From an optimization exercise on the open Yosys and OpenROAD flow, aimed at small area; shortcuts taken in it are not production practice. Where RTL was checked, it was by simulation tests only, not by an equivalence proof against the original. No functional check of the RTL was part of runs 1 and 2. Power is estimated from default activity; no workload was simulated.

===== flow/run.sh =====
#!/bin/bash
# synth_recipe.tcl (not shown) runs the flow's synth.tcl, then flattens the netlist and writes it again
# the make line also repeats each setting of config.mk as NAME=value (left out here)
make -C /OpenROAD-flow-scripts/flow DESIGN_CONFIG=/design/flow/config.mk WORK_HOME=/design/flow/orfs CLKGATE_MAP_FILE= SYNTH_SCRIPT=/design/flow/synth_recipe.tcl finish

===== flow/constraint.sdc =====
create_clock -name core_clock -period 13.5 [get_ports {Clk}]
set_input_delay 2.7000 -clock core_clock [delete_from_list [all_inputs] [get_ports {Clk}]]
set_output_delay 2.7000 -clock core_clock [all_outputs]
set_load 0.01 [all_outputs]

===== flow/config.mk =====
export PLATFORM = sky130hd
export DESIGN_NAME = ALU
export DESIGN_NICKNAME = ALU
export VERILOG_FILES = /design/flow/design.v
export SDC_FILE = /design/flow/constraint.sdc
export NUM_CORES = 4
export LEC_CHECK = 0
export ABC_AREA = 0
export CAP_MARGIN = 20
export CORE_MARGIN = 2
export CORE_UTILIZATION = 45
export GPL_TIMING_DRIVEN = 0
export SLEW_MARGIN = 20
export SYNTH_HIERARCHICAL = 1
export SYNTH_MINIMUM_KEEP_SIZE = 0

===== flow/design.v =====
module ALU (
    input Clk,
    input Reset,
    input [7:0] operand_A, operand_B,
    input [3:0] Sel,
    output [7:0] Out,
    output [3:0] Flag);
    reg [7:0] Result;
    reg [3:0] FlagCpy;
    wire [7:0] nResult;
    reg [3:0] nFlag;
    assign Out = Result;
    assign Flag = FlagCpy;
    wire [7:0] A = operand_A;
    wire [7:0] B = operand_B;
    wire s_add = (Sel == 4'h0);
    wire s_sub = (Sel == 4'h1);
    wire s_mul = (Sel == 4'h2);
    wire s_div = (Sel == 4'h3);
    wire s_shl = (Sel == 4'h4);
    wire s_shr = (Sel == 4'h5);
    wire s_lgc = (Sel >= 4'h6) && (Sel <= 4'hB);
    wire s_quo = s_div || s_shr;             
    wire sub = s_sub || s_quo;               
    wire b_lo = ~|B[7:3];                    
    wire [7:0] Y = s_shr ? (8'h01 << B[2:0]) : B;
    wire [7:0] Yx = Y ^ {8{sub}};
    wire [7:0] hz;
    assign hz[0] = 1'b1;
    genvar g, k;
    generate
        for (g = 1; g < 8; g = g + 1) begin : g_hz
            assign hz[g] = ~|Y[7:8-g];
        end
    endgenerate
    wire [7:0] m = {8{s_mul}} & A;
    wire [7:0] qz = {8{s_quo}} & hz;
    wire [7:0] X [0:8];
    wire [7:0] q;                    
    wire [7:0] co;                   
    wire [7:0] pr0, gr0;             
    assign X[8] = (s_mul || (s_shr && !b_lo)) ? 8'h00 : A;
    generate
        for (g = 7; g >= 0; g = g - 1) begin : g_row
            wire [8-g:0] c;
            wire [7-g:0] xo;
            wire e;                  
            assign c[0] = sub;
            for (k = 0; k <= 7 - g; k = k + 1) begin : g_bit
                wire p, q2;
                if (k % 2 == 0) begin : g_even
                    ALU_pg  u_pg (.x(X[g+1][g+k]), .y(Yx[k]), .p(p), .g(q2));
                    ALU_ce  u_c  (.p(p), .g(q2), .c(c[k]), .cn(c[k+1]));
                    if (g == 0) begin : g_r0
                        assign pr0[k] = p;
                        assign gr0[k] = q2;
                    end
                end else begin : g_odd
                    ALU_pgn u_pg (.x(X[g+1][g+k]), .y(Yx[k]), .pn(p), .gn(q2));
                    ALU_co  u_c  (.pn(p), .gn(q2), .cn(c[k]), .c(c[k+1]));
                    if (g == 0) begin : g_r0
                        assign pr0[k] = ~p;
                        assign gr0[k] = ~q2;
                    end
                end
                if (g == 0 || (8 - g) % 2 == 1) begin : g_st
                    if (k % 2 == 0) begin : g_c
                        ALU_sel_tt u_s (.x(X[g+1][g+k]), .y(Yx[k]), .c(c[k]), .e(e), .xo(xo[k]));
                    end else begin : g_cn
                        ALU_sel_nt u_s (.x(X[g+1][g+k]), .y(Yx[k]), .c(c[k]), .e(e), .xo(xo[k]));
                    end
                end else begin : g_sn
                    if (k % 2 == 0) begin : g_c
                        ALU_sel_tn u_s (.x(X[g+1][g+k]), .y(Yx[k]), .c(c[k]), .e(e), .xo(xo[k]));
                    end else begin : g_cn
                        ALU_sel_nn u_s (.x(X[g+1][g+k]), .y(Yx[k]), .c(c[k]), .e(e), .xo(xo[k]));
                    end
                end
            end
            if ((8 - g) % 2 == 0) begin : g_co_t
                assign co[g] = c[8-g];
            end else begin : g_co_n
                assign co[g] = ~c[8-g];
            end
            if (g == 0) begin : g_last
                assign e = ~s_mul | A[0];
                assign q[0] = co[0];
                assign X[0] = xo;
            end else begin : g_mid
                if ((8 - g) % 2 == 0) begin : g_en_n
                    ALU_en_t u_en (.m(m[g]), .qz(qz[g]), .co(c[8-g]), .en_n(e));
                    assign q[g] = ~e;
                end else begin : g_en_t
                    ALU_en_n u_en (.mn(~m[g]), .qzn(~qz[g]), .con(c[8-g]), .en(e));
                    assign q[g] = e;
                end
                assign X[g] = {xo, X[g+1][g-1:0]};
            end
        end
    endgenerate
    wire mul_ovf = |(A & (co | ~hz));
    wire lt = A < Y;                 
    wire r0 = (Result == 8'h00);
    wire a0 = (A == 8'h00);
    wire b0 = (B == 8'h00);
    wire big = (B > 8);
    wire f5 = big || (B == 8 && A == 1) || (B == 7 && (A == 2 || A == 3)) ||
              (B == 6 && (A <= 7 && A >= 4)) || (B == 5 && (A <= 15 && A >= 8)) ||
              (B == 4 && (A <= 31 && A >= 16));
    wire hold = (s_add && co[0]) || (s_sub && !co[0]) || (s_mul && mul_ovf) ||
                (s_div && lt) || (s_shl && (!a0 || big));
    wire sX = (s_add || s_sub || s_mul) && !hold;    
    wire sQ = s_quo && !hold;                        
    reg T0, T1, T3;
    always @(*)
    begin
        case (Sel)
            4'h6: {T0, T1, T3} = 3'b001;      
            4'h7: {T0, T1, T3} = 3'b011;      
            4'h8: {T0, T1, T3} = 3'b010;      
            4'h9: {T0, T1, T3} = 3'b101;      
            4'hA: {T0, T1, T3} = 3'b110;      
            4'hB: {T0, T1, T3} = 3'b100;      
            default: {T0, T1, T3} = 3'b000;
        endcase
    end
    wire [7:0] lg;
    generate
        for (k = 0; k < 8; k = k + 1) begin : g_res
            ALU_lgb u_l (.p(pr0[k]), .g(gr0[k]), .T0(T0), .T1(T1), .T3(T3), .y(lg[k]));
            ALU_res u_r (.r(Result[k]), .x(X[0][k]), .q(q[k]), .l(lg[k]),
                         .hold(hold), .sx(sX), .sq(sQ), .y(nResult[k]));
        end
    endgenerate
    wire z = (s_mul && (a0 || b0 || (mul_ovf && r0))) ||
             (s_div && lt && r0) ||
             (s_shl && (r0 || (a0 && !big))) ||
             (s_shr && (!b_lo || lt)) ||
             (s_lgc && lg == 8'h00);
    always @(*)
    begin
        nFlag[0] = FlagCpy[0] || z;
        nFlag[1] = FlagCpy[1] || (s_add && co[0]) || (s_shl && (!a0 || big));
        nFlag[2] = FlagCpy[2] || (s_mul && mul_ovf);
        nFlag[3] = FlagCpy[3] || (s_sub && !co[0]) || (s_div && lt) || (s_shr && f5);
    end
    always @(posedge Clk, posedge Reset)
    begin
        if(Reset) begin
            Result <= 8'h00;
            FlagCpy <= 4'b0000;
        end else begin
            Result <= nResult;
            FlagCpy <= nFlag;
        end
    end
endmodule
module ALU_pg (input x, y, output p, g);
    assign p = x | y;
    assign g = x & y;
endmodule
module ALU_pgn (input x, y, output pn, gn);
    assign pn = ~(x | y);
    assign gn = ~(x & y);
endmodule
module ALU_ce (input p, g, c, output cn);
    assign cn = ~(g | (p & c));
endmodule
module ALU_co (input pn, gn, cn, output c);
    assign c = ~(gn & (pn | cn));
endmodule
module ALU_en_t (input m, qz, co, output en_n);
    assign en_n = ~(m | (qz & co));
endmodule
module ALU_en_n (input mn, qzn, con, output en);
    assign en = ~(mn & (qzn | con));
endmodule
module ALU_sel_tt (input x, y, c, e, output xo);
    assign xo = x ^ (e & (y ^ c));
endmodule
module ALU_sel_nt (input x, y, c, e, output xo);
    assign xo = x ^ (e & ~(y ^ c));
endmodule
module ALU_sel_tn (input x, y, c, e, output xo);
    assign xo = x ^ (~e & (y ^ c));
endmodule
module ALU_sel_nn (input x, y, c, e, output xo);
    assign xo = x ^ (~e & ~(y ^ c));
endmodule
module ALU_lgb (input p, g, T0, T1, T3, output y);
    assign y = g ? T3 : (p ? T1 : T0);
endmodule
module ALU_res (input r, x, q, l, hold, sx, sq, output y);
    assign y = (hold & r) | (sx & x) | (sq & q) | l;
endmodule

==> metrics.md, run 1 <==
| Metric | Value |
|---|---|
| Status | `no timing/DRC/antenna violations` |
| Rows | `30` |
| P per Cell Area | `73.2 mW/mm^2` |
| Biggest fanout along the worst timing path | `8` |
| CTS H-tree depth | `1` |
| Gpl congestion | `about 0.92` |
| Critical Path RT | `~14 ns` |
| Post-Syn Area | `about 0.0032 sq mm` |
| Ports | `34` |
| Worst-Skew Late Latency | `between 0.2 and 0.25 ns` |
| FF-to-FF path depth | `5` |
| CP Capture Type | `flop` |
| Critical Path Start Type | `input pin` |
| RSZ-0062 raised after global routing | `yes` |
| Crit path launch | `operand_B[6]` |
| Pin count of the biggest net entering global routing | `24` |
| Leakage power | `0.00208 uW` |
| Die area | `a little under 0.008 sq mm` |
| Synth top cells by count | `nand2_1, xnor2_1, nor2_1` |
| Fmax | `between 0.07 and 0.08 GHz` |
| Max Cap Viol | `0` |
| Hold WS | `between 0.4 and 0.5 ns` |
| Input/output buffers | `32` |
| Post-synthesis sequential area ratio | `9.36%` |
| Area grow syn2layout | `50.0%` |
| Post-DRT Antenna Nets | `0` |
| Root buffer cell | `clkbuf_8` |
| Final Hold Viols | `0` |
| Min-Delay Path Class | `reg2reg` |
| Finished Layout Cells | `about 670` |
| Slew Limit Fails | `0` |
| Reg2reg end | `FlagCpy[0]` |
| # DRC | `0` |
| Post-Route M1 WL | `approximately 4600 um` |
| CORE AREA | `approximately 0.0068 sq mm` |
| DRT iter0 DRCs | `approximately 170` |
| Top layer in use | `met4` |
| Maximum VDD drop | `between 0.03 and 0.04 mV` |
| Setup Viol. Count Final | `0` |
| Number of synthesized flops with an enable pin | `0` |
| Nets | `between 600 and 700` |
| Crit-path slowest cell | `or3_4` |
| Hpwl dp | `approximately 7400 um` |
| Met2 wire length | `around 5400 um` |
| Critical Path Most Common Cell | `o21ai_2` |
| Distinct cells, synth | `58` |
| Setup slack, reg-to-reg | `11.96 ns` |
| CTS tree | `done` |
| Final WL | `10600 um` |
| Placed cells | `approximately 600` |
| First-pass DRT Iterations | `5` |
| Cell with the most instances after synthesis | `nand2_1` |
| Dominant synthesized flop cell | `dfrtp_1` |
| Critical path class | `in2reg` |
| Via/cell ratio | `5.52` |
| Antenna violations before repair | `0` |
| Die X | `a little under 90 um` |
| Mean Syn Cell Area | `between 6 and 7 sq um` |
| Synth top area share | `approximately 13%` |
| Tmin final | `~13 ns` |
| Setup TNS Final | `0 ns` |
| Wire length per cell | `roughly 16 um` |
| Diodes inserted | `0` |
| First-pass GRT wire length | `16200 um` |
| Clock-pin slew on the worst setup and hold paths | `about 0.050 ns` |
| Slew HR | `about two fifths` |
| CTS buffer count | `3` |
| Share of layout cells above drive strength 1 | `a little under two fifths` |
| Clk buf depth | `2` |
| Worst slew pin tran | `0.894 ns` |
| Initial core utilization | `a little under half` |
| Tot GR Track Use | `between 20% and 30%` |
| Worst path arrival time | `between 10 and 15 ns` |
| PnR Total Power | `approximately 350 uW` |
| Clock Sinks | `12` |
| Chip Height | `about 88 um` |
| Global route overflow | `0` |
| Gate Count Post-Synth | `471` |
| Finished layout cell area | `just under 0.005 sq mm` |
| Largest cells by area after synthesis | `xnor2_1, dfrtp_1, xor2_1, nand2_1, a21oi_2` |
| Placed cell area | `between 0.003 and 0.004 sq mm` |
| Crit share post-route | `a little over nine tenths` |
| YS warnings | `7` |
| Clk_skew | `roughly 0.00096 ns` |
| Asr flop ratio synth | `100%` |
| Vias post-DR | `3710` |
| Syn Nets | `500` |
| Worst setup path end | `Result[7]` |
| Total length of routed met3 wires | `around 430 um` |
| CP max stage delay | `approximately 0.40 ns` |
| Seq cells post-synth | `12` |
| Post-synth top area cell | `xnor2_1` |
| Crit Reg-Reg Startpoint | `Result[1]` |
| Vias in the first global route | `~3500` |
[final cells by class]
cell class	instances	area [sq um]
Timing Repair Buffer	100	863
Multi-Input combinational cell	433	3340
Fill cell	564	2020
Inverter	18	72.6
Tap cell	96	120
Buffer	10	71.3
Clock buffer	3	41.3
Sequential cell	12	300
[per-stage QoR]
stage	setup WS, ns	utilization (%)
3_5_place_dp	-3.08	55.2
6_report	0.416	70.4
4_1_cts	0.00281	63.6
2_1_floorplan	0.0179	-
3_3_place_gp	-2.94	55.0
5_1_grt	-0.296	70.4
[cells in the final DEF, fill, tap and decap left out, types with 4 or more instances in the layout]
cell,Yosys,layout
nor2_1,45,36
a22oi_2,0,7
and2_1,8,7
or2_1,21,21
nand2_2,0,7
clkdlybuf4s50_1,0,21
inv_1,17,17
nor2_2,0,5
o21ai_0,8,7
nand2b_1,5,5
dlymetal6s2s_1,0,8
a21oi_1,17,12
or3_1,5,4
nor2_4,0,4
nor3_1,10,7
xor2_1,33,28
and3_1,4,4
xnor2_2,0,10
o21ai_4,0,5
xnor2_1,49,38
nand2_1,75,68
ha_1,7,7
nor4_1,5,5
buf_4,1,68
mux2i_1,10,10
o21ai_2,0,16
dfrtp_1,12,12
o21ai_1,28,8
a21oi_2,23,25
xor2_2,0,5
and2_2,20,19
[critical path: cells and delay by family]
| kind | cells | cell delay, ns |
|---|---|---|
| compound gates | 40 | 6.03 |
| xor+xnor | 7 | 1.23 |
| buf+inv | 3 | 0.43 |
| mux | 1 | 0.19 |
| simple gates | 20 | 2.65 |
[sequential cells by signal, indices dropped and copies added (netlist names)]
signal,count
Result,8
FlagCpy,4
[routing by layer]
layer	up-vias	track usage, %
li1	1837	-
met1	1759	32.7
met2	99	47.4
met3	15	1.40
met4	0	7.44
met5	-	0
[repair_timing]
| action | 4_1_cts | 5_1_grt |
|---|---|---|
| gates resized for setup | 42 | 77 |
| pin swaps | 40 | 79 |
| gates cloned | 2 | 1 |
| endpoints found under the setup margin | 12 | 12 |
| hold buffers | 0 | 0 |
| setup buffers | 41 | 27 |
[power breakdown]
part | switching, uW | internal (uW) | total, uW
clock network | 11.9 | 19.6 | 31.4
logic | 141 | 132 | 273
registers | 5.70 | 42.2 | 47.9
total | 158 | 194 | 352
[per-module statistics from Yosys, one instance, submodules excluded, excerpt]
module | times used | area, sq um
ALU | 1 | 1470
ALU_sel_tt | 14 | 21.3
ALU_sel_nn | 6 | 21.3
ALU_sel_tn | 6 | 21.3
ALU_sel_nt | 10 | 21.3
ALU_res | 8 | 16.3
ALU_pg | 20 | 13.8
ALU_ce | 20 | 8.76
ALU_pgn | 16 | 7.51
ALU_co | 16 | 5.00
ALU_en_n | 4 | 5.00
[cells by family (layout without fill, tap and decap cells)]
logic type,after synthesis,count (layout),synth area share [%]
adders and majority gates,7,7,2.73
buffers and inverters,28,131,3.47
and+or+nand+nor,216,216,34.0
DFF,12,12,9.36
xor gates and xnor gates,82,84,22.4
muxes,12,12,3.82
AOI/OAI and AO/OA,114,114,24.2
[how the worst min path moves through the flow]
stage,startpoint,to,cells after the start
after floorplan,FlagCpy[1],FlagCpy[1],1
after global placement,FlagCpy[1],FlagCpy[1],1
after detailed placement,FlagCpy[3],FlagCpy[3],1
after CTS,FlagCpy[3],FlagCpy[3],1
after global routing,FlagCpy[1],FlagCpy[1],1
final,FlagCpy[3],FlagCpy[3],1
==> run 2, diff against run 1 <==
--- a/flow/design.v
+++ b/flow/design.v
@@ -98,8 +98,25 @@
             end
         end
     endgenerate
-    wire mul_ovf = |(A & (co | ~hz));
-    wire lt = A < Y;                 
+    wire mul_ovf_e = |(A[7:1] & (co[7:1] | ~hz[7:1]));
+    wire mco = s_mul && A[0] && co[0];
+    wire mul_ovf = mul_ovf_e || mco;
+    wire [8:0] cc;
+    assign cc[0] = sub;
+    generate
+        for (k = 0; k < 8; k = k + 1) begin : g_cmp
+            wire p, q2;
+            if (k % 2 == 0) begin : g_even
+                ALU_pg  u_pg (.x(A[k]), .y(Yx[k]), .p(p), .g(q2));
+                ALU_ce  u_c  (.p(p), .g(q2), .c(cc[k]), .cn(cc[k+1]));
+            end else begin : g_odd
+                ALU_pgn u_pg (.x(A[k]), .y(Yx[k]), .pn(p), .gn(q2));
+                ALU_co  u_c  (.pn(p), .gn(q2), .cn(cc[k]), .c(cc[k+1]));
+            end
+        end
+    endgenerate
+    wire ge = cc[8];
+    wire lt = !ge;
     wire r0 = (Result == 8'h00);
     wire a0 = (A == 8'h00);
     wire b0 = (B == 8'h00);
@@ -107,10 +124,10 @@
     wire f5 = big || (B == 8 && A == 1) || (B == 7 && (A == 2 || A == 3)) ||
               (B == 6 && (A <= 7 && A >= 4)) || (B == 5 && (A <= 15 && A >= 8)) ||
               (B == 4 && (A <= 31 && A >= 16));
-    wire hold = (s_add && co[0]) || (s_sub && !co[0]) || (s_mul && mul_ovf) ||
-                (s_div && lt) || (s_shl && (!a0 || big));
-    wire sX = (s_add || s_sub || s_mul) && !hold;    
-    wire sQ = s_quo && !hold;                        
+    wire hold_e = (s_add && ge) || (s_sub && lt) || (s_mul && mul_ovf_e) ||
+                  (s_div && lt) || (s_shl && (!a0 || big));
+    wire sX = (s_add || s_sub || s_mul) && !hold_e;  
+    wire sQ = s_quo && !hold_e;                      
     reg T0, T1, T3;
     always @(*)
     begin
@@ -129,7 +146,7 @@
         for (k = 0; k < 8; k = k + 1) begin : g_res
             ALU_lgb u_l (.p(pr0[k]), .g(gr0[k]), .T0(T0), .T1(T1), .T3(T3), .y(lg[k]));
             ALU_res u_r (.r(Result[k]), .x(X[0][k]), .q(q[k]), .l(lg[k]),
-                         .hold(hold), .sx(sX), .sq(sQ), .y(nResult[k]));
+                         .hold(hold_e), .sx(sX), .sq(sQ), .mco(mco), .y(nResult[k]));
         end
     endgenerate
     wire z = (s_mul && (a0 || b0 || (mul_ovf && r0))) ||
@@ -140,9 +157,9 @@
     always @(*)
     begin
         nFlag[0] = FlagCpy[0] || z;
-        nFlag[1] = FlagCpy[1] || (s_add && co[0]) || (s_shl && (!a0 || big));
+        nFlag[1] = FlagCpy[1] || (s_add && ge) || (s_shl && (!a0 || big));
         nFlag[2] = FlagCpy[2] || (s_mul && mul_ovf);
-        nFlag[3] = FlagCpy[3] || (s_sub && !co[0]) || (s_div && lt) || (s_shr && f5);
+        nFlag[3] = FlagCpy[3] || (s_sub && lt) || (s_div && lt) || (s_shr && f5);
     end
     always @(posedge Clk, posedge Reset)
     begin
@@ -190,6 +207,6 @@
 module ALU_lgb (input p, g, T0, T1, T3, output y);
     assign y = g ? T3 : (p ? T1 : T0);
 endmodule
-module ALU_res (input r, x, q, l, hold, sx, sq, output y);
-    assign y = (hold & r) | (sx & x) | (sq & q) | l;
-endmodule
+module ALU_res (input r, x, q, l, hold, sx, sq, mco, output y);
+    assign y = mco ? r : ((hold & r) | (sx & x) | (sq & q) | l);
+endmodule
==> run 2 against run 1 <==
  * Via count up 1.6%
  * Global-route usage down 0.68 points
  * Clock skew up 0.00096 ns
  * Maximum frequency up 0.76%
  * Clock-buffer cell count up 1
  * Synthesized area up 3.4%
  * Sequential share of layout area about the same
  * Final area down 0.26%
  * Critical path depth down 6
  * Flip-flop and latch count unchanged
==> metrics.md, run 2 <==
| Metric | Value |
|---|---|
| CTS tree | `done` |
| DRT iter0 DRCs | `~230` |
| Buf/Inv on CP | `1` |
| Switching pwr | `145 uW` |
| Area share of fa/ha/maj cells after synthesis | `0%` |
| Hold WS | `around 0.46 ns` |
| Diodes inserted | `0` |
| Clock Sinks | `12` |
| CTS H-tree depth | `1` |
| YS warnings | `7` |
| Seq pwr share | `between 10% and 20%` |
| Clock group share of total power | `11.9%` |
| Pint | `around 190 uW` |
| Syn Nets | `509` |
| Number of synthesized flops with an enable pin | `0` |
| Asr flop ratio synth | `100%` |
| Main combinational cell family by area after synthesis | `simple AND/OR/NAND/NOR gates` |
| Rows | `31` |
| Max reg flops | `8` |
| Final Hold Viols | `0` |
| Ports | `34` |
| Post-Syn Area | `approximately 0.0033 sq mm` |
| Post-synth top area cell | `xnor2_1` |
| Share of layout cells above drive strength 1 | `about 37%` |
| Slew Limit Fails | `0` |
| Clock-pin slew on the worst setup and hold paths | `0.06 ns` |
| Most common cell after layout, fill and taps aside | `buf_4` |
| Input/output buffers | `31` |
| Min-Delay Path Class | `reg2reg` |
| Synth Area in XOR/XNOR | `20.6%` |
| CORE AREA | `0.00718 sq mm` |
| Combinational power share | `between 70% and 80%` |
| Crit-path slowest cell | `or4_4` |
| Global route overflow | `0` |
| Vias post-DR | `3769` |
| Gpl congestion | `1.01` |
| Tmin final | `12.98 ns` |
| Cell with the most instances after synthesis | `nand2_1` |
| Post-DRT Antenna Nets | `0` |
| Simple-Gate Fraction of Synth Area | `33.4%` |
| Setup Viol. Count Final | `0` |
| Dominant synthesized flop cell | `dfrtp_1` |
| First-pass GRT wire length | `approximately 17000 um` |
| Gate Count Post-Synth | `487` |
| Final WL | `roughly 11000 um` |
| Tot GR Track Use | `roughly a quarter` |
| Worst-Skew Late Latency | `approximately 0.24 ns` |
| Antenna violations before repair | `0` |
| Pin count of the biggest net entering global routing | `24` |
| # DRC | `0` |
| Multiplexer area fraction after synthesis | `around 3.3%` |
| P per Cell Area | `69.7 mW/mm^2` |
| Cell family with most CP delay | `compound AO/OA/AOI/OAI gates` |
| RSZ-0062 raised after global routing | `yes` |
| Worst path arrival time | `13.11 ns` |
| Max Cap Viol | `0` |
| Die X | `about 90 um` |
| Area grow syn2layout | `44.7%` |
| CTS buffer count | `3` |
| Fmax | `a little under 0.08 GHz` |
| Setup TNS Final | `0 ns` |
| Vias in the first global route | `~3400` |
| Distinct cells, synth | `55` |
| Initial core utilization | `between 40 and 50%` |
| Slew HR | `31.0%` |
| Clk_skew | `approximately 0.0019 ns` |
| Chip Height | `around 90 um` |
| Root buffer cell | `clkbuf_8` |
| First-pass DRT Iterations | `5` |
| Synth top cells by count | `nand2_1, nor2_1, xnor2_1` |
| Biggest register | `Result` |
| Seq cells post-synth | `12` |
| Mean Syn Cell Area | `between 6 and 7 sq um` |
| Hold-fix buffers, CTS | `0` |
| Largest registers | `Result: 8 flops, FlagCpy: 4 flops` |
| Hpwl dp | `about 7400 um` |
| Critical path class | `in2reg` |
| Leakage power | `a little over 0.002 uW` |
| Die area | `a little over 0.008 sq mm` |
| Clk buf depth | `2` |
| Worst slew pin tran | `between 1 and 1.5 ns` |
| Switching share of power | `43.3%` |
| Critical Path Most Common Cell | `o21ai_2` |
| Synth top area share | `a little under an eighth` |
| Maximum VDD drop | `approximately 0.027 mV` |
| Post-synthesis sequential area ratio | `9.05%` |
| Via/cell ratio | `~5.5` |
| Crit share post-route | `a little over nine tenths` |
| CP max stage delay | `~0.52 ns` |
| CP Capture Type | `flop` |
| Status | `no timing/DRC/antenna violations` |
| Wire length per cell | `~15 um` |
| Critical Path Start Type | `input pin` |
| Biggest fanout along the worst timing path | `8` |
| Nets | `~600` |
| Post-synthesis compound-gate area fraction | `between 20% and 30%` |
| Most frequent cells in the layout | `buf_4, nand2_1, nor2_1` |
| Largest cells by area after synthesis | `xnor2_1, dfrtp_1, xor2_1, nand2_1, a21oi_2` |
| Critical Path RT | `around 14 ns` |
run 2: cell types whose count changed in the layout (fill, tap and decap cells not counted), sizes merged, moves of 4 or more:
cell	before	now
and2	30	35
or3	5	1
nor3	10	5
xnor2	51	44
a221oi	1	10
buf	75	80
a22oi	9	1
dlymetal6s2s	8	4
nor2	45	54
ha	7	0
o21ai	36	57
run 2: worst paths after layout:
| kind | from | to | slack [ns] | cells past startpoint |
|---|---|---|---|---|
| worst min register to register | FlagCpy[1] | FlagCpy[1] | 0.46 | 2 |
| worst min-delay path | FlagCpy[1] | FlagCpy[1] | 0.46 | 2 |
| worst max register to register | Result[1] | FlagCpy[0] | 12.18 | 4 |
| min in group asynchronous | Reset | FlagCpy[3] | 2.77 | 2 |
| worst max-delay path | operand_B[7] | FlagCpy[0] | 0.52 | 65 |
| max in group asynchronous | Reset | Result[5] | 10.41 | 2 |
run 2: metrics by stage:
step                instance area [sq um]  total power, uW  util [%]  instances  setup slack (ns)
floorplan                            3420              195         -        487           0.00755
global placement                     3860              239      53.8        617             -3.20
detailed placement                   3900              244      54.4        619             -3.03
CTS                                  4360              305      60.7        660            0.0126
global route                         4800              359      66.9        691            -0.219
finish                               4800              335      66.9        691             0.515
run 2: tightest hold or removal path: cells and delay by family, from the launching register on:
family	cells	cell delay, ns
buffers and inverters	1	0.04
AO/OA/AOI/OAI	1	0.05
flip-flops	1	0.34
run 2: Yosys stat by module (local to each module, per instance), excerpt:
module / area (sq um) / copies in the design / cells / flip-flops and latches
ALU_res: 25.0 / 8 / 3 / 0
ALU_sel_nt: 21.3 / 10 / 3 / 0
ALU_lgb: 18.8 / 8 / 3 / 0
ALU_pg: 13.8 / 24 / 2 / 0
ALU_ce: 8.76 / 24 / 1 / 0
ALU_en_t: 8.76 / 3 / 1 / 0
ALU_co: 5.00 / 20 / 1 / 0
run 2: logic make-up (layout without fill, tap and decap cells):
family / count (synthesis) / after routing
flops: 12 / 12
buf+inv: 33 / 137
compound gates: 135 / 135
xor+xnor: 78 / 78
mux: 11 / 12
simple gates: 218 / 218
run 2: what timing repair did:
item,4_1_cts,5_1_grt
pin swaps,29,54
setup endpoints to repair,10,10
setup buffers,36,33
resized for setup,30,65
gates cloned,1,0
run 2: power by group through the flow:
stage | registers [uW] | clock network (uW) | logic [uW]
after floorplan | 48.2 | 0 | 147
after global placement | 45.8 | 0 | 193
after detailed placement | 45.9 | 0 | 198
after CTS | 45.3 | 40.0 | 220
after global routing | 45.9 | 41.8 | 271
final | 45.1 | 39.7 | 250
run 2: final cells by class:
class                           instances  area [sq um]
Buffer                                 11           109
Clock buffer                            4          55.1
Fill cell                             649          2380
Inverter                               20          75.1
Multi-Input combinational cell        443          3280
Sequential cell                        12           300
Tap cell                               99           124
Timing Repair Buffer                  102           857
run 2: routing by layer:
layer | up-vias | share of wire [%] | track usage (%)
met5 | - | 0 | 0
met4 | 0 | 2.1 | 6.67
met3 | 19 | 4.8 | 2.43
met2 | 104 | 49 | 45.3
met1 | 1761 | 44 | 32.3
li1 | 1885 | - | -
==> run 3, diff against run 2 <==
--- a/flow/design.v
+++ b/flow/design.v
@@ -36,6 +36,7 @@
     wire [7:0] m = {8{s_mul}} & A;
     wire [7:0] qz = {8{s_quo}} & hz;
     wire [7:0] X [0:8];
+    wire [7:0] xn0;
     wire [7:0] q;                    
     wire [7:0] co;                   
     wire [7:0] pr0, gr0;             
@@ -45,35 +46,61 @@
             wire [8-g:0] c;
             wire [7-g:0] xo;
             wire e;                  
+            localparam ET = (g == 0 || (8 - g) % 2 == 1);    
             assign c[0] = sub;
             for (k = 0; k <= 7 - g; k = k + 1) begin : g_bit
                 wire p, q2;
-                if (k % 2 == 0) begin : g_even
-                    ALU_pg  u_pg (.x(X[g+1][g+k]), .y(Yx[k]), .p(p), .g(q2));
-                    ALU_ce  u_c  (.p(p), .g(q2), .c(c[k]), .cn(c[k+1]));
+                if (k == 0) begin : g_k0
+                    ALU_pg  u_pg (.x(X[g+1][g]), .y(Yx[0]), .p(p), .g(q2));
+                    ALU_ce  u_c  (.p(p), .g(q2), .c(c[0]), .cn(c[1]));
                     if (g == 0) begin : g_r0
-                        assign pr0[k] = p;
-                        assign gr0[k] = q2;
-                    end
-                end else begin : g_odd
-                    ALU_pgn u_pg (.x(X[g+1][g+k]), .y(Yx[k]), .pn(p), .gn(q2));
-                    ALU_co  u_c  (.pn(p), .gn(q2), .cn(c[k]), .c(c[k+1]));
+                        assign pr0[0] = p;
+                        assign gr0[0] = q2;
+                        ALU_sel0 u_s (.x(X[1][0]), .t(Y[0]), .e(e), .xo(xo[0]));
+                    end else if (ET) begin : g_st
+                        ALU_sel0n_t u_s (.x(X[g+1][g]), .t(Y[0]), .e(e), .xn(xn0[g]));
+                    end else begin : g_sn
+                        ALU_sel0n_n u_s (.x(X[g+1][g]), .t(Y[0]), .e(e), .xn(xn0[g]));
+                    end
+                end else if (k == 1) begin : g_k1
+                    ALU_k1pre u_pre (.y(Yx[1]), .cn(c[1]), .pyn(p), .gyn(q2));
+                    ALU_co    u_c   (.pn(p), .gn(q2), .cn(xn0[g+1]), .c(c[2]));
+                    if (ET) begin : g_st
+                        ALU_sel1_t u_s (.xn(xn0[g+1]), .y(Yx[1]), .c(c[1]), .e(e), .xo(xo[1]));
+                    end else begin : g_sn
+                        ALU_sel1_n u_s (.xn(xn0[g+1]), .y(Yx[1]), .c(c[1]), .e(e), .xo(xo[1]));
+                    end
                     if (g == 0) begin : g_r0
-                        assign pr0[k] = ~p;
-                        assign gr0[k] = ~q2;
-                    end
-                end
-                if (g == 0 || (8 - g) % 2 == 1) begin : g_st
-                    if (k % 2 == 0) begin : g_c
-                        ALU_sel_tt u_s (.x(X[g+1][g+k]), .y(Yx[k]), .c(c[k]), .e(e), .xo(xo[k]));
-                    end else begin : g_cn
-                        ALU_sel_nt u_s (.x(X[g+1][g+k]), .y(Yx[k]), .c(c[k]), .e(e), .xo(xo[k]));
-                    end
-                end else begin : g_sn
-                    if (k % 2 == 0) begin : g_c
-                        ALU_sel_tn u_s (.x(X[g+1][g+k]), .y(Yx[k]), .c(c[k]), .e(e), .xo(xo[k]));
-                    end else begin : g_cn
-                        ALU_sel_nn u_s (.x(X[g+1][g+k]), .y(Yx[k]), .c(c[k]), .e(e), .xo(xo[k]));
+                        ALU_pg u_pg (.x(A[1]), .y(Yx[1]), .p(pr0[1]), .g(gr0[1]));
+                    end
+                end else begin : g_kn
+                    if (k % 2 == 0) begin : g_even
+                        ALU_pg  u_pg (.x(X[g+1][g+k]), .y(Yx[k]), .p(p), .g(q2));
+                        ALU_ce  u_c  (.p(p), .g(q2), .c(c[k]), .cn(c[k+1]));
+                        if (g == 0) begin : g_r0
+                            assign pr0[k] = p;
+                            assign gr0[k] = q2;
+                        end
+                    end else begin : g_odd
+                        ALU_pgn u_pg (.x(X[g+1][g+k]), .y(Yx[k]), .pn(p), .gn(q2));
+                        ALU_co  u_c  (.pn(p), .gn(q2), .cn(c[k]), .c(c[k+1]));
+                        if (g == 0) begin : g_r0
+                            assign pr0[k] = ~p;
+                            assign gr0[k] = ~q2;
+                        end
+                    end
+                    if (ET) begin : g_st
+                        if (k % 2 == 0) begin : g_c
+                            ALU_sel_tt u_s (.x(X[g+1][g+k]), .y(Yx[k]), .c(c[k]), .e(e), .xo(xo[k]));
+                        end else begin : g_cn
+                            ALU_sel_nt u_s (.x(X[g+1][g+k]), .y(Yx[k]), .c(c[k]), .e(e), .xo(xo[k]));
+                        end
+                    end else begin : g_sn
+                        if (k % 2 == 0) begin : g_c
+                            ALU_sel_tn u_s (.x(X[g+1][g+k]), .y(Yx[k]), .c(c[k]), .e(e), .xo(xo[k]));
+                        end else begin : g_cn
+                            ALU_sel_nn u_s (.x(X[g+1][g+k]), .y(Yx[k]), .c(c[k]), .e(e), .xo(xo[k]));
+                        end
                     end
                 end
             end
@@ -86,6 +113,7 @@
                 assign e = ~s_mul | A[0];
                 assign q[0] = co[0];
                 assign X[0] = xo;
+                assign xn0[0] = ~xo[0];
             end else begin : g_mid
                 if ((8 - g) % 2 == 0) begin : g_en_n
                     ALU_en_t u_en (.m(m[g]), .qz(qz[g]), .co(c[8-g]), .en_n(e));
@@ -94,7 +122,11 @@
                     ALU_en_n u_en (.mn(~m[g]), .qzn(~qz[g]), .con(c[8-g]), .en(e));
                     assign q[g] = e;
                 end
-                assign X[g] = {xo, X[g+1][g-1:0]};
+                if (g == 7) begin : g_top
+                    assign X[g] = {~xn0[g], X[g+1][g-1:0]};
+                end else begin : g_rest
+                    assign X[g] = {xo[7-g:1], ~xn0[g], X[g+1][g-1:0]};
+                end
             end
         end
     endgenerate
@@ -192,6 +224,25 @@
 module ALU_en_n (input mn, qzn, con, output en);
     assign en = ~(mn & (qzn | con));
 endmodule
+module ALU_sel0 (input x, t, e, output xo);
+    assign xo = x ^ (e & t);
+endmodule
+module ALU_sel0n_t (input x, t, e, output xn);
+    assign xn = ~(e ? (x ^ t) : x);
+endmodule
+module ALU_sel0n_n (input x, t, e, output xn);
+    assign xn = ~(e ? x : (x ^ t));
+endmodule
+module ALU_k1pre (input y, cn, output pyn, gyn);
+    assign pyn = ~y & cn;
+    assign gyn = ~y | cn;
+endmodule
+module ALU_sel1_t (input xn, y, c, e, output xo);
+    assign xo = ~xn ^ (e & ~(y ^ c));
+endmodule
+module ALU_sel1_n (input xn, y, c, e, output xo);
+    assign xo = ~xn ^ (~e & ~(y ^ c));
+endmodule
 module ALU_sel_tt (input x, y, c, e, output xo);
     assign xo = x ^ (e & (y ^ c));
 endmodule
==> run 3 against run 2 <==
  * Critical endpoint unchanged
  * Clock-buffer cell count unchanged
  * Hold slack got worse by 0.0097 ns
  * Highest routed layer unchanged
  * Die area is 0.83% higher
  * Combinational power fell by 9.2%
  * Largest cell class unchanged
  * Total power decreased by 7.1%
  * Still clean on timing, DRC and antenna
==> metrics.md, run 3 <==
| Metric | Value |
|---|---|
| Final Hold Viols | `0` |
| Slew Limit Fails | `0` |
| Critical Path RT | `around 14 ns` |
| Rows | `31` |
| Clk buf depth | `2` |
| Share of layout cells above drive strength 1 | `30.6%` |
| Mean Syn Cell Area | `just under 7 sq um` |
| Via/cell ratio | `5.66` |
| Area grow syn2layout | `30.6%` |
| Fmax | `between 0.07 and 0.08 GHz` |
| Max reg flops | `8` |
| First-pass GRT wire length | `16600 um` |
| Die X | `~90 um` |
| Largest cells by area after synthesis | `xor2_1, xnor2_1, dfrtp_1, nand2_1, a21oi_2` |
| Status | `no timing/DRC/antenna violations` |
| Hold path cells | `1` |
| Largest registers | `Result: 8 flops, FlagCpy: 4 flops` |
| Biggest register | `Result` |
| CORE AREA | `0.00721 sq mm` |
| Synth top cells by count | `nand2_1, o21ai_1, xor2_1` |
| P per Cell Area | `roughly 71 mW/mm^2` |
| GRT Max-Usage Layer | `met2` |
| Antenna violations before repair | `0` |
| Most common cell after layout, fill and taps aside | `nand2_1` |
| Worst Slack Setup Final | `about 0.5 ns` |
| Critical Path Most Common Cell | `o21ai_2` |
| Maximum VDD drop | `0.0282 mV` |
| Asr flop ratio synth | `100%` |
| Seq cells post-synth | `12` |
| CTS H-tree depth | `1` |
| Dominant synthesized flop cell | `dfrtp_1` |
| Crit path launch | `operand_B[4]` |
| Die area | `around 0.0081 sq mm` |
| Pin count of the biggest net entering global routing | `26` |
| Tot GR Track Use | `roughly a quarter` |
| Setup TNS Final | `0 ns` |
| Final WL | `approximately 10000 um` |
| Met2 Use GR | `roughly two fifths` |
| Initial core utilization | `roughly 46%` |
| Most frequent cells in the layout | `nand2_1, nor2_1, xnor2_1` |
| Chip Height | `90.2 um` |
| Number of synthesized flops with an enable pin | `0` |
| Synth top area share | `under 10%` |
| Min-Delay Path Class | `reg2reg` |
| Root buffer cell | `clkbuf_8` |
| DRT iter0 DRCs | `roughly 230` |
| Distinct cells, synth | `60` |
| Worst slew pin tran | `approximately 1.1 ns` |
| Clk_skew | `0.000548 ns` |
| Grt met1 use | `34.1%` |
| Gpl congestion | `a little under 0.9` |
| Gate Count Post-Synth | `484` |
| M3 GR Usage | `2.01%` |
| Post-DRT Antenna Nets | `0` |
| Input/output buffers | `28` |
| CTS tree | `done` |
| Crit-path slowest cell | `or4_4` |
| Critical path class | `in2reg` |
| Vias in the first global route | `around 3300` |
| Nets | `568` |
| FF-to-FF path depth | `6` |
| Hpwl dp | `~7400 um` |
| Post-synth top area cell | `xor2_1` |
| Pre-CTS setup slack | `-3.50 ns` |
| Max Cap Viol | `0` |
| CTS buffer count | `3` |
| YS warnings | `7` |
| CP max stage delay | `around 0.6 ns` |
| Worst-Skew Late Latency | `approximately 0.23 ns` |
| Hold-fix buffers, CTS | `0` |
| Post-Syn Area | `0.00335 sq mm` |
| HP Start | `FlagCpy[1]` |
| Critical Path Start Type | `input pin` |
| Post-synthesis sequential area ratio | `~9%` |
| Vias post-DR | `approximately 3600` |
| Tmin final | `12.99 ns` |
| CP Capture Type | `flop` |
| Biggest fanout along the worst timing path | `5` |
| Crit share post-route | `between 90% and 100%` |
| Slew HR | `26.3%` |
| Wire length per cell | `approximately 16 um` |
| Clock-pin slew on the worst setup and hold paths | `around 0.050 ns` |
| Global route overflow | `0` |
| First-pass DRT Iterations | `5` |
| Crit Reg-Reg Startpoint | `Result[1]` |
| Clock Sinks | `12` |
| # DRC | `0` |
| Diodes inserted | `0` |
| Worst path arrival time | `roughly 13 ns` |
| Leakage power | `between 0.0015 and 0.002 uW` |
| Setup Viol. Count Final | `0` |
| Cell with the most instances after synthesis | `nand2_1` |
| Syn Nets | `~510` |
| Ports | `34` |
[run 3: logic make-up after synthesis]
group                  count (synthesis)  synth area share [%]
flip-flops                            12                  8.98
AO/OA/AOI/OAI                        133                  28.2
AND/OR/NAND/NOR                      227                  37.5
multiplexers                           9                  2.69
XOR/XNOR                              71                  18.6
buffers and inverters                 32                  4.08
[run 3: path summary, 6_finish.rpt]
kind                               to  slack, ns
max                        FlagCpy[0]       0.51
min                        FlagCpy[1]       0.45
max reg2reg                FlagCpy[0]      12.01
min reg2reg                FlagCpy[1]       0.45
max in group asynchronous   Result[0]      10.42
min in group asynchronous  FlagCpy[2]       2.78
[run 3: per-layer routing]
metal,part of all wire [%],vias to the layer above
li1,-,1791
met2,47,135
met1,45,1694
met5,0,-
met3,5.8,25
met4,2.6,0
[run 3: repair_timing]
| item | 4_1_cts | 5_1_grt |
|---|---|---|
| gates resized for setup | 40 | 26 |
| hold endpoints to repair | 0 | 0 |
| endpoints found under the setup margin | 10 | 10 |
| pin swaps | 10 | 27 |
| setup buffers | 12 | 16 |
[run 3: worst max-delay path: cells and delay by family]
| family | cells | cell delay (ns) |
|---|---|---|
| compound gates | 33 | 5.23 |
| simple gates | 19 | 3.07 |
| xor+xnor | 7 | 1.49 |
| buf+inv | 2 | 0.60 |
[run 3: through the flow]
| step | hold slack [ns] | utilization, % | area (sq um) | std cells | total power (uW) |
|---|---|---|---|---|---|
| final | 0.455 | 60.6 | 4370 | 644 | 311 |
| after global routing | 0.477 | 60.6 | 4370 | 644 | 335 |
| after CTS | 0.457 | 57.4 | 4140 | 628 | 296 |
| after detailed placement | 0.445 | 52.4 | 3780 | 612 | 243 |
| after global placement | 0.444 | 52.0 | 3750 | 611 | 238 |
| after floorplan | 0.493 | - | 3350 | 484 | 194 |
[run 3: area by class of cell]
type / count / area, sq um
timing repair buffer: 57 / 514
tap: 99 / 124
clock buffer: 4 / 55.1
inverter: 19 / 75.1
buffer: 13 / 70.1
multi-input combinational: 440 / 3230
fill: 690 / 2850
sequential: 12 / 300
[run 3: report_power, final]
part | switching (uW) | internal [uW]
Combinational | 125 | 102
Sequential | 3.94 | 41.6
Clock | 12.6 | 25.7
Total | 142 | 169
[run 3: per-module statistics from Yosys, one instance, submodules excluded, a selection]
module       flops+latches  cell area (sq um)  times used  cells
ALU_sel_tn               0               21.3           3      3
ALU_sel0n_t              0               12.5           4      2
ALU_res                  0               25.0           8      3
ALU_en_n                 0               5.00           4      1
ALU_en_t                 0               8.76           3      1
ALU_sel0                 0               12.5           1      2
ALU                     12               1360           1    195

[afterwards: timing with drivers on the ports]
The results above use ideal ports. As a check the final layouts listed here were re-extracted and re-timed, cells and wires unchanged. Step 1 sets driving cells, clkbuf_16 on the clock port and buf_2 on the other inputs (assumed; they add their load-dependent delay and slew). Step 2 adds t to the input delays and takes it off the output delays; t is the mean of the earliest and latest rising clock arrival at the registers after step 1. Input paths then give back, and output paths get back, about the clock's delay inside the block. Slacks: ideal / step 1 / step 2; pairs: ideal / step 1.
run	t, ns	setup slack, ns	worst hold slack (ns)	worst data-port slew with drivers (ns)
run 1	0.254	0.416 / 0.405 / 0.151	0.463 / 0.463 / 0.463	0.04
run 2	0.262	0.515 / 0.509 / 0.247	0.465 / 0.465 / 0.465	0.05
run 3	0.259	0.506 / 0.511 / 0.252	0.455 / 0.455 / 0.455	0.04
After both steps every run listed still meets setup and hold. For run 2, which loses most, drivers alone change the setup slack by -0.006 ns; drivers and shift together by -0.268 ns.
